Context: an optimization exercise on an open-source flow, tuned for small area. The choices shown serve that exercise and are no tape-out recipe. RTL that was checked went through simulation tests only; none was proved equivalent to the original. Power figures rest on the tool's default switching activity, not on a simulated workload.

==> flow/design.v (excerpt) <==
module riscv(
    input  wire        clk,
    input  wire        rst,
    input  wire [31:0] inst_i,
    output wire [31:0] inst_addr_o,
    output reg         inst_ce_o,
    input  wire [31:0] data_i,
    output wire        data_we_o,
    output wire        data_ce_o,
    output wire [31:0] data_addr_o,
    output wire [31:0] data_o
);
==> flow/config.mk <==
export PLATFORM = sky130hd
export DESIGN_NAME = riscv
export DESIGN_NICKNAME = riscv
export VERILOG_FILES = /design/flow/design.v
export SDC_FILE = /design/flow/constraint.sdc
export NUM_CORES = 4
export LEC_CHECK = 0
export ABC_AREA = 1
export CAP_MARGIN = 20
export CORE_MARGIN = 2
export CORE_UTILIZATION = 45
export GPL_TIMING_DRIVEN = 0
export SETUP_SLACK_MARGIN = 0
export SLEW_MARGIN = 20
==> flow/constraint.sdc <==
create_clock -name core_clock -period 10.0 [get_ports {clk}]
set_input_delay 2.0000 -clock core_clock [delete_from_list [all_inputs] [get_ports {clk}]]
set_output_delay 2.0000 -clock core_clock [all_outputs]
set_load 0.01 [all_outputs]
standard.sh (not shown) runs the stock make flow with config.mk's settings and CLKGATE_MAP_FILE= SYNTH_SCRIPT=/design/flow/synth_recipe.tcl, a recipe that flattens the netlist after the stock synthesis.
==> flow/flow/run.sh <==
#!/bin/bash
# The standard layout (standard.sh), except that:
#  - synthesis maps the logic with an area-only ABC script
#    (flow/abc_area.script) in place of ORFS's abc_area.script; everything
#    else in synthesis is ORFS's unchanged, so the registers keep the
#    standard synthesis's names and cells;
#  - clock tree synthesis inserts no dummy loads and clusters up to 24 sinks.
set -euo pipefail
W=$(pwd)
rm -rf "$W/scripts_mod"
cp -r "$FLOW_HOME/scripts" "$W/scripts_mod"
cp "$W/flow/abc_area.script" "$W/scripts_mod/abc_area.script"
SCRIPTS_DIR="$W/scripts_mod" bash "$W/standard.sh" synth > "$W/synth.log" 2>&1
export CTS_ARGS="-sink_clustering_enable -repair_clock_nets -dont_use_dummy_load -sink_clustering_size 24 -sink_clustering_max_diameter 100"
bash "$W/standard.sh" finish > "$W/layout.log" 2>&1
==> flow/flow/abc_area.script <==
strash
dch -f
map -a
topo
The first run finished clean.
==> next run, changes <==
--- a/flow/design.v
+++ b/flow/design.v
@@ -17,17 +17,17 @@
 reg  [31:2] pc;
 reg  [31:0] res;           
 reg  [31:0] adr;           
 reg         cy;            
 reg         cy2;           
 reg         eqf;           
 reg  [4:0]  sa;            
 reg  [4:0]  sb;            
-reg         wb_en, ld_p, st_p, srl_p;
+reg         wb_en, srl_p;
 reg  [4:0]  wb_rd;
 wire ph0 = (ph == 3'd0);
 wire ph1 = (ph == 3'd1);
 wire ph7 = (ph == 3'd7);
 wire [6:0] op = inst_i[6:0];
 wire [2:0] f3 = inst_i[14:12];
 wire [6:0] f7 = inst_i[31:25];
 wire [4:0] rd  = inst_i[11:7];
@@ -106,72 +106,68 @@
 always @(*) case (s_r[4:2])
     3'd0: r_hi_raw = adr[7:4];
     3'd1: r_hi_raw = adr[11:8];
     3'd2: r_hi_raw = adr[15:12];
     3'd3: r_hi_raw = adr[19:16];
     3'd4: r_hi_raw = adr[23:20];
     3'd5: r_hi_raw = adr[27:24];
     3'd6: r_hi_raw = adr[31:28];
-    default: r_hi_raw = 4'd0;    
+    default: r_hi_raw = a;
 endcase
 reg  [3:0]  r_h;
 wire [3:0]  r_add = {1'b0, ph} + {1'b0, sb[4:2]};
 wire [3:0]  r_hi = (r_add >= 4'd7) ? 4'd0 : r_hi_raw;
 wire [3:0]  r_lo = (r_add >= 4'd8) ? 4'd0 : r_h;
 wire [7:0]  r_cat = {r_hi, r_lo};
 wire [3:0]  win_r = r_cat[sb[1:0] +: 4];
 always @(posedge clk) begin
     l_h <= l_hi[3:1];
-    r_h <= (s_r[4:2] == 3'd7) ? a : r_hi_raw;
+    r_h <= r_hi_raw;
 end
 wire [3:0] rnib = is_lw  ? 4'd0 :
                   is_sw  ? rb :
                   is_sll ? win_l :
                   is_xor ? (a ^ b) :
                   is_or  ? (a | b) :
                   is_and ? (a & b) : sum[3:0];
-assign wdata = srl_p ? win_r : (res[3:0] | data_i[3:0]);
+assign wdata = srl_p ? win_r : res[3:0];
 always @(posedge clk) begin
     cy  <= sum[4];
     eqf <= zero_now;
     adr <= {((is_jal | is_br) ? sum2[3:0] : sum[3:0]), adr[31:4]};
     cy2 <= sum2[4];
-    res[31:28] <= rnib;
-    res[27:24] <= ((ph1 & is_sll & rb[0]) ? 4'd0 : res[31:28]) | data_i[31:28];
-    res[23:0]  <= res[27:4] | data_i[27:4];
+    res[31:28] <= rnib | data_i[31:28];
+    res[27:24] <= ((ph1 & is_sll & rb[0]) ? 4'd0 : res[31:28]) | data_i[27:24];
+    res[23:0]  <= res[27:4] | data_i[23:0];
     if (ph0) sa[3:0] <= rb;
     if (ph1) sa[4] <= rb[0];
 end
 wire [31:0] immBJ = is_jal ? immJ : immB;
 wire [3:0]  bjnib = immBJ[{ph, 2'b00} +: 4];
 wire [4:0]  sum2  = {1'b0, pcnib} + {1'b0, bjnib} + {4'd0, ~ph0 & cy2};
 wire [31:2] tgt   = {sum2[3:0], adr[31:6]};
 wire [31:2] inc = pc + 30'd1;
 always @(posedge clk) begin
     if (rst) begin
         ph    <= 3'd0;
         clr   <= 1'b1;
         pc    <= 30'd0;
         wb_en <= 1'b0;
-        ld_p  <= 1'b0;
-        st_p  <= 1'b0;
         srl_p <= 1'b0;
     end else begin
         ph <= ph + 3'd1;
         if (ph7) begin
             clr   <= 1'b0;
             pc    <= taken ? tgt : inc;
             wb_en <= writes;
-            ld_p  <= is_lw;
-            st_p  <= is_sw;
             wb_rd <= rd;
             srl_p <= is_srl;
             sb    <= s_cur;
         end
     end
 end
 assign inst_addr_o = {pc, 2'b00};
-assign data_addr_o = adr;
-assign data_o      = res;
-assign data_ce_o   = ph0 & (ld_p | st_p);
-assign data_we_o   = ph0 & st_p;
+assign data_addr_o = {sum[3:0], adr[31:4]};
+assign data_o      = {rnib, res[31:4]};
+assign data_ce_o   = ph7 & (is_lw | is_sw);
+assign data_we_o   = ph7 & is_sw;
 endmodule
With this change the flow reached the layout checks and failed them: negative setup slack.
Clock skew falls by 20 ps.
Final area rises by about 3.3%.
Count of clock-buffer cells in the layout falls by 2.
Sequential share of layout area falls by 2.4 points.
Global-route usage falls by 0.32 points.
Setup slack degrades by 1700 ps.
Via count rises by about 2%.
Routed wire length falls by 1.2%.
Flip-flop and latch count falls by 6.
Fmax falls by about 15%.
Synthesized cell count rises by 0.91%.
Register-to-register slack degrades by 350 ps.
Only the layout flow was run in the second run of this note; the RTL was not checked for function there.


The RTL this note starts from:
==> flow/design.v <==
`timescale 1ns / 1ps
module riscv(
    input  wire        clk,
    input  wire        rst,
    input  wire [31:0] inst_i,
    output wire [31:0] inst_addr_o,
    output reg         inst_ce_o,
    input  wire [31:0] data_i,
    output wire        data_we_o,
    output wire        data_ce_o,
    output wire [31:0] data_addr_o,
    output wire [31:0] data_o
);
always @(posedge clk) inst_ce_o <= ~rst;
reg  [2:0]  ph;
reg         clr;           
reg  [31:2] pc;
reg  [31:0] res;           
reg  [31:0] adr;           
reg         cy;            
reg         cy2;           
reg         eqf;           
reg  [4:0]  sa;            
reg  [4:0]  sb;            
reg         wb_en, ld_p, st_p, srl_p;
reg  [4:0]  wb_rd;
wire ph0 = (ph == 3'd0);
wire ph1 = (ph == 3'd1);
wire ph7 = (ph == 3'd7);
wire [6:0] op = inst_i[6:0];
wire [2:0] f3 = inst_i[14:12];
wire [6:0] f7 = inst_i[31:25];
wire [4:0] rd  = inst_i[11:7];
wire [4:0] rs1 = inst_i[19:15];
wire [4:0] rs2 = inst_i[24:20];
wire is_jal  = (op == 7'b1101111);
wire is_br   = (op == 7'b1100011) && (f3[1:0] == 2'b00);
wire is_lw   = (op == 7'b0000011) && (f3 == 3'b010);
wire is_sw   = (op == 7'b0100011) && (f3 == 3'b010);
wire is_addi = (op == 7'b0010011) && (f3 == 3'b000);
wire r_op    = (op == 7'b0110011);
wire r_f7z   = (f7 == 7'b0000000);
wire is_add  = r_op && r_f7z && (f3 == 3'b000);
wire is_sub  = r_op && (f7 == 7'b0100000) && (f3 == 3'b000);
wire is_sll  = r_op && r_f7z && (f3 == 3'b001);
wire is_xor  = r_op && r_f7z && (f3 == 3'b100);
wire is_srl  = r_op && r_f7z && (f3 == 3'b101);
wire is_or   = r_op && r_f7z && (f3 == 3'b110);
wire is_and  = r_op && r_f7z && (f3 == 3'b111);
wire writes  = (is_jal | is_lw | is_addi | is_add | is_sub | is_sll | is_xor |
                is_srl | is_or | is_and) && (rd != 5'd0);
wire sub_op  = is_sub | is_br;
wire [3:0] wdata;
wire [3:0] wd = clr ? 4'd0 : wdata;
wire [3:0] w_hi = clr ? 4'hf : wb_en ? (4'd1 << wb_rd[4:3]) : 4'd0;
wire [7:0] w_lo = clr ? 8'hff : (8'd1 << wb_rd[2:0]);
wire [3:0] a_hi = 4'd1 << rs1[4:3];
wire [7:0] a_lo = 8'd1 << rs1[2:0];
wire [3:0] b_hi = 4'd1 << rs2[4:3];
wire [7:0] b_lo = 8'd1 << rs2[2:0];
wire [3:0] pa [0:31];
wire [3:0] pb [0:31];
assign pa[0] = 4'd0;
assign pb[0] = 4'd0;
genvar r;
generate for (r = 1; r < 32; r = r + 1) begin : g_rf
    reg [31:0] q;
    wire we = w_hi[r / 8] & w_lo[r % 8];
    always @(posedge clk) q <= {(we ? wd : q[3:0]), q[31:4]};
    assign pa[r] = pa[r-1] | (q[3:0] & {4{a_hi[r / 8] & a_lo[r % 8]}});
    assign pb[r] = pb[r-1] | (q[3:0] & {4{b_hi[r / 8] & b_lo[r % 8]}});
end endgenerate
wire [3:0] ra = (clr | (wb_en && wb_rd == rs1)) ? wd : pa[31];
wire [3:0] rb = (clr | (wb_en && wb_rd == rs2)) ? wd : pb[31];
wire [31:0] pcw   = {pc, 2'b00};
wire [3:0]  pcnib = pcw[{ph, 2'b00} +: 4];
wire [31:0] immI  = {{20{inst_i[31]}}, inst_i[31:20]};
wire [31:0] immS  = {{20{inst_i[31]}}, inst_i[31:25], inst_i[11:7]};
wire [31:0] immB  = {{20{inst_i[31]}}, inst_i[7], inst_i[30:25], inst_i[11:8], 1'b0};
wire [31:0] immJ  = {{12{inst_i[31]}}, inst_i[19:12], inst_i[20], inst_i[30:21], 1'b0};
wire [3:0]  iInib = immI[{ph, 2'b00} +: 4];
wire [3:0]  iSnib = immS[{ph, 2'b00} +: 4];
wire [3:0] a = is_jal ? pcnib : ra;
wire [3:0] b = (is_addi | is_lw) ? iInib :
               is_sw ? iSnib :
               is_jal ? {1'b0, ph0, 2'b00} :
               (is_sll | is_srl) ? 4'd0 : rb;
wire       cin = ph0 ? sub_op : cy;
wire [4:0] sum = {1'b0, a} + {1'b0, (sub_op ? ~b : b)} + {4'd0, cin};
wire       zero_now = (sum[3:0] == 4'd0) & (ph0 | eqf);
wire       lt = (a[3] ^ b[3]) ? a[3] : sum[3];
wire       taken = is_jal | (is_br & (f3[2] ? lt : zero_now));
wire [4:0] s_cur = ph0 ? {1'b0, rb} : ph1 ? {rb[0], sa[3:0]} : sa;
wire [2:0] lc = s_cur[4:2];
wire [1:0] lf = s_cur[1:0];
reg  [3:0]  lsel;                                        
always @(*) case (lc)
    3'd0: lsel = a;
    3'd1: lsel = adr[31:28];
    3'd2: lsel = adr[27:24];
    3'd3: lsel = adr[23:20];
    3'd4: lsel = adr[19:16];
    3'd5: lsel = adr[15:12];
    3'd6: lsel = adr[11:8];
    default: lsel = adr[7:4];
endcase
wire [3:0]  l_hi = (ph < lc) ? 4'd0 : lsel;
reg  [3:1]  l_h;
wire [3:1]  l_lo = (ph <= lc) ? 3'd0 : l_h;
wire [6:0]  l_cat = {l_hi, l_lo};
wire [3:0]  win_l = l_cat[3 - lf +: 4];
wire [4:0]  s_r = ph7 ? sa : sb;
reg  [3:0]  r_hi_raw;                                    
always @(*) case (s_r[4:2])
    3'd0: r_hi_raw = adr[7:4];
    3'd1: r_hi_raw = adr[11:8];
    3'd2: r_hi_raw = adr[15:12];
    3'd3: r_hi_raw = adr[19:16];
    3'd4: r_hi_raw = adr[23:20];
    3'd5: r_hi_raw = adr[27:24];
    3'd6: r_hi_raw = adr[31:28];
    default: r_hi_raw = 4'd0;    
endcase
reg  [3:0]  r_h;
wire [3:0]  r_add = {1'b0, ph} + {1'b0, sb[4:2]};
wire [3:0]  r_hi = (r_add >= 4'd7) ? 4'd0 : r_hi_raw;
wire [3:0]  r_lo = (r_add >= 4'd8) ? 4'd0 : r_h;
wire [7:0]  r_cat = {r_hi, r_lo};
wire [3:0]  win_r = r_cat[sb[1:0] +: 4];
always @(posedge clk) begin
    l_h <= l_hi[3:1];
    r_h <= (s_r[4:2] == 3'd7) ? a : r_hi_raw;
end
wire [31:0] immBJ = is_jal ? immJ : immB;
wire [3:0]  bjnib = immBJ[{ph, 2'b00} +: 4];
wire [4:0]  sum2  = {1'b0, pcnib} + {1'b0, bjnib} + {4'd0, ~ph0 & cy2};
wire [31:2] tgt   = {sum2[3:0], adr[31:6]};
wire [3:0] rnib = is_lw  ? 4'd0 :
                  is_sw  ? rb :
                  is_sll ? win_l :
                  is_xor ? (a ^ b) :
                  is_or  ? (a | b) :
                  is_and ? (a & b) : sum[3:0];
assign wdata = srl_p ? win_r : (res[3:0] | data_i[3:0]);
always @(posedge clk) begin
    cy  <= sum[4];
    eqf <= zero_now;
    adr <= {((is_jal | is_br) ? sum2[3:0] : sum[3:0]), adr[31:4]};
    cy2 <= sum2[4];
    res[31:28] <= rnib;
    res[27:24] <= ((ph1 & is_sll & rb[0]) ? 4'd0 : res[31:28]) | data_i[31:28];
    res[23:0]  <= res[27:4] | data_i[27:4];
    if (ph0) sa[3:0] <= rb;
    if (ph1) sa[4] <= rb[0];
end
wire [31:2] inc = pc + {29'd0, ph7};
always @(posedge clk) begin
    if (rst) begin
        ph    <= 3'd0;
        clr   <= 1'b1;
        pc    <= 30'd0;
        wb_en <= 1'b0;
        ld_p  <= 1'b0;
        st_p  <= 1'b0;
        srl_p <= 1'b0;
    end else begin
        ph <= ph + 3'd1;
        pc <= (ph7 & taken) ? tgt : inc;
        if (ph7) begin
            clr   <= 1'b0;
            wb_en <= writes;
            ld_p  <= is_lw;
            st_p  <= is_sw;
            wb_rd <= rd;
            srl_p <= is_srl;
            sb    <= s_cur;
        end
    end
end
assign inst_addr_o = {pc, 2'b00};
assign data_addr_o = adr;
assign data_o      = res;
assign data_ce_o   = ph0 & (ld_p | st_p);
assign data_we_o   = ph0 & st_p;
endmodule
clock: 10.0 ns
lec_check: 0
abc_area: 1
cap_margin: 10
core_margin: 2
core_utilization: 55
gpl_timing_driven: 0
setup_slack_margin: 0
slew_margin: 10
==> flow/flow/run.sh <==
#!/bin/bash
# The standard layout (standard.sh), except that:
#  - synthesis maps the logic with an area-only ABC script
#    (flow/abc_area.script) in place of ORFS's abc_area.script; everything
#    else in synthesis is ORFS's unchanged, so the registers keep the
#    standard synthesis's names and cells;
#  - clock tree synthesis inserts no dummy loads and clusters up to 16 sinks, buffered with sky130_fd_sc_hd__clkbuf_8;
#  - every input and output port still gets its own buffer, but a
#    sky130_fd_sc_hd__buf_1 rather than the buffer buffer_ports picks itself.
set -euo pipefail
W=$(pwd)
rm -rf "$W/scripts_mod"
cp -r "$FLOW_HOME/scripts" "$W/scripts_mod"
cp "$W/flow/abc_area.script" "$W/scripts_mod/abc_area.script"
SCRIPTS_DIR="$W/scripts_mod" bash "$W/standard.sh" synth > "$W/synth.log" 2>&1
export BUFFER_PORTS_ARGS="-buffer_cell sky130_fd_sc_hd__buf_1"
export CTS_ARGS="-sink_clustering_enable -repair_clock_nets -dont_use_dummy_load -sink_clustering_size 16 -sink_clustering_max_diameter 80 -buf_list sky130_fd_sc_hd__clkbuf_8"
bash "$W/standard.sh" finish > "$W/layout.log" 2>&1
==> flow/flow/abc_area.script <==
strash
dch -f
map -a
strash
dch -f
map -a
strash
dch -f
map -a
topo
Next try:
--- a/flow/design.v
+++ b/flow/design.v
@@ -90,8 +90,9 @@
 wire       zero_now = (sum[3:0] == 4'd0) & (ph0 | eqf);
 wire       lt = (a[3] ^ b[3]) ? a[3] : sum[3];
 wire       taken = is_jal | (is_br & (f3[2] ? lt : zero_now));
 wire [4:0] s_cur = ph0 ? {1'b0, rb} : ph1 ? {rb[0], sa[3:0]} : sa;
+wire [35:0] vv = {a, adr};
 wire [2:0] lc = s_cur[4:2];
 wire [1:0] lf = s_cur[1:0];
 reg  [3:0]  lsel;                                        
 always @(*) case (lc)
@@ -130,12 +131,8 @@
 always @(posedge clk) begin
     l_h <= l_hi[3:1];
     r_h <= (s_r[4:2] == 3'd7) ? a : r_hi_raw;
 end
-wire [31:0] immBJ = is_jal ? immJ : immB;
-wire [3:0]  bjnib = immBJ[{ph, 2'b00} +: 4];
-wire [4:0]  sum2  = {1'b0, pcnib} + {1'b0, bjnib} + {4'd0, ~ph0 & cy2};
-wire [31:2] tgt   = {sum2[3:0], adr[31:6]};
 wire [3:0] rnib = is_lw  ? 4'd0 :
                   is_sw  ? rb :
                   is_sll ? win_l :
                   is_xor ? (a ^ b) :
@@ -152,8 +149,12 @@
     res[23:0]  <= res[27:4] | data_i[27:4];
     if (ph0) sa[3:0] <= rb;
     if (ph1) sa[4] <= rb[0];
 end
+wire [31:0] immBJ = is_jal ? immJ : immB;
+wire [3:0]  bjnib = immBJ[{ph, 2'b00} +: 4];
+wire [4:0]  sum2  = {1'b0, pcnib} + {1'b0, bjnib} + {4'd0, ~ph0 & cy2};
+wire [31:2] tgt   = {sum2[3:0], adr[31:6]};
 wire [31:2] inc = pc + {29'd0, ph7};
 always @(posedge clk) begin
     if (rst) begin
         ph    <= 3'd0;
=>
- The new run finished with timing, DRC and antenna clean
- sequential power hardly moves
- area after synthesis does not change
- global-route usage stays the same
- final cell count does not change
- wire length is unchanged
- power is unchanged
- hold slack stays the same

==> separate check: timing with driven ports <==
How much do the figures lean on ideal ports? The routed layouts below were timed once more, with nothing changed but the port constraints. Step 1, drivers: a clkbuf_16 drives clk and a buf_2 each remaining input, both assumed. Step 2 times the ports against the registers' clock, not the clock port: input delays grow and output delays shrink by t, the midpoint of the rising clock arrivals with the driver on. a / b / c = no drivers / after step 1 / after step 2; a / b = the first two.
| run | t, ns | slack for setup (ns) | worst slew at a driven data input, ns |
|---|---|---|---|
| the first run of note 1 | 0.675 | 0.601 / 0.622 / -0.053 | 0.13 |
| the second run of note 1 | 0.659 | -1.064 / -1.115 / -1.115 | 0.14 |
| the first run of note 2 | 0.724 | 0.688 / 0.688 / 0.688 | 0.07 |
| the second run of note 2 | 0.724 | 0.688 / 0.688 / 0.688 | 0.07 |
Met with ideal ports but missed after step 2: setup timing in the first run of note 1. The setup slack of the first run of note 1, which loses most, moves by +0.021 ns with the drivers and by -0.654 ns with both steps.
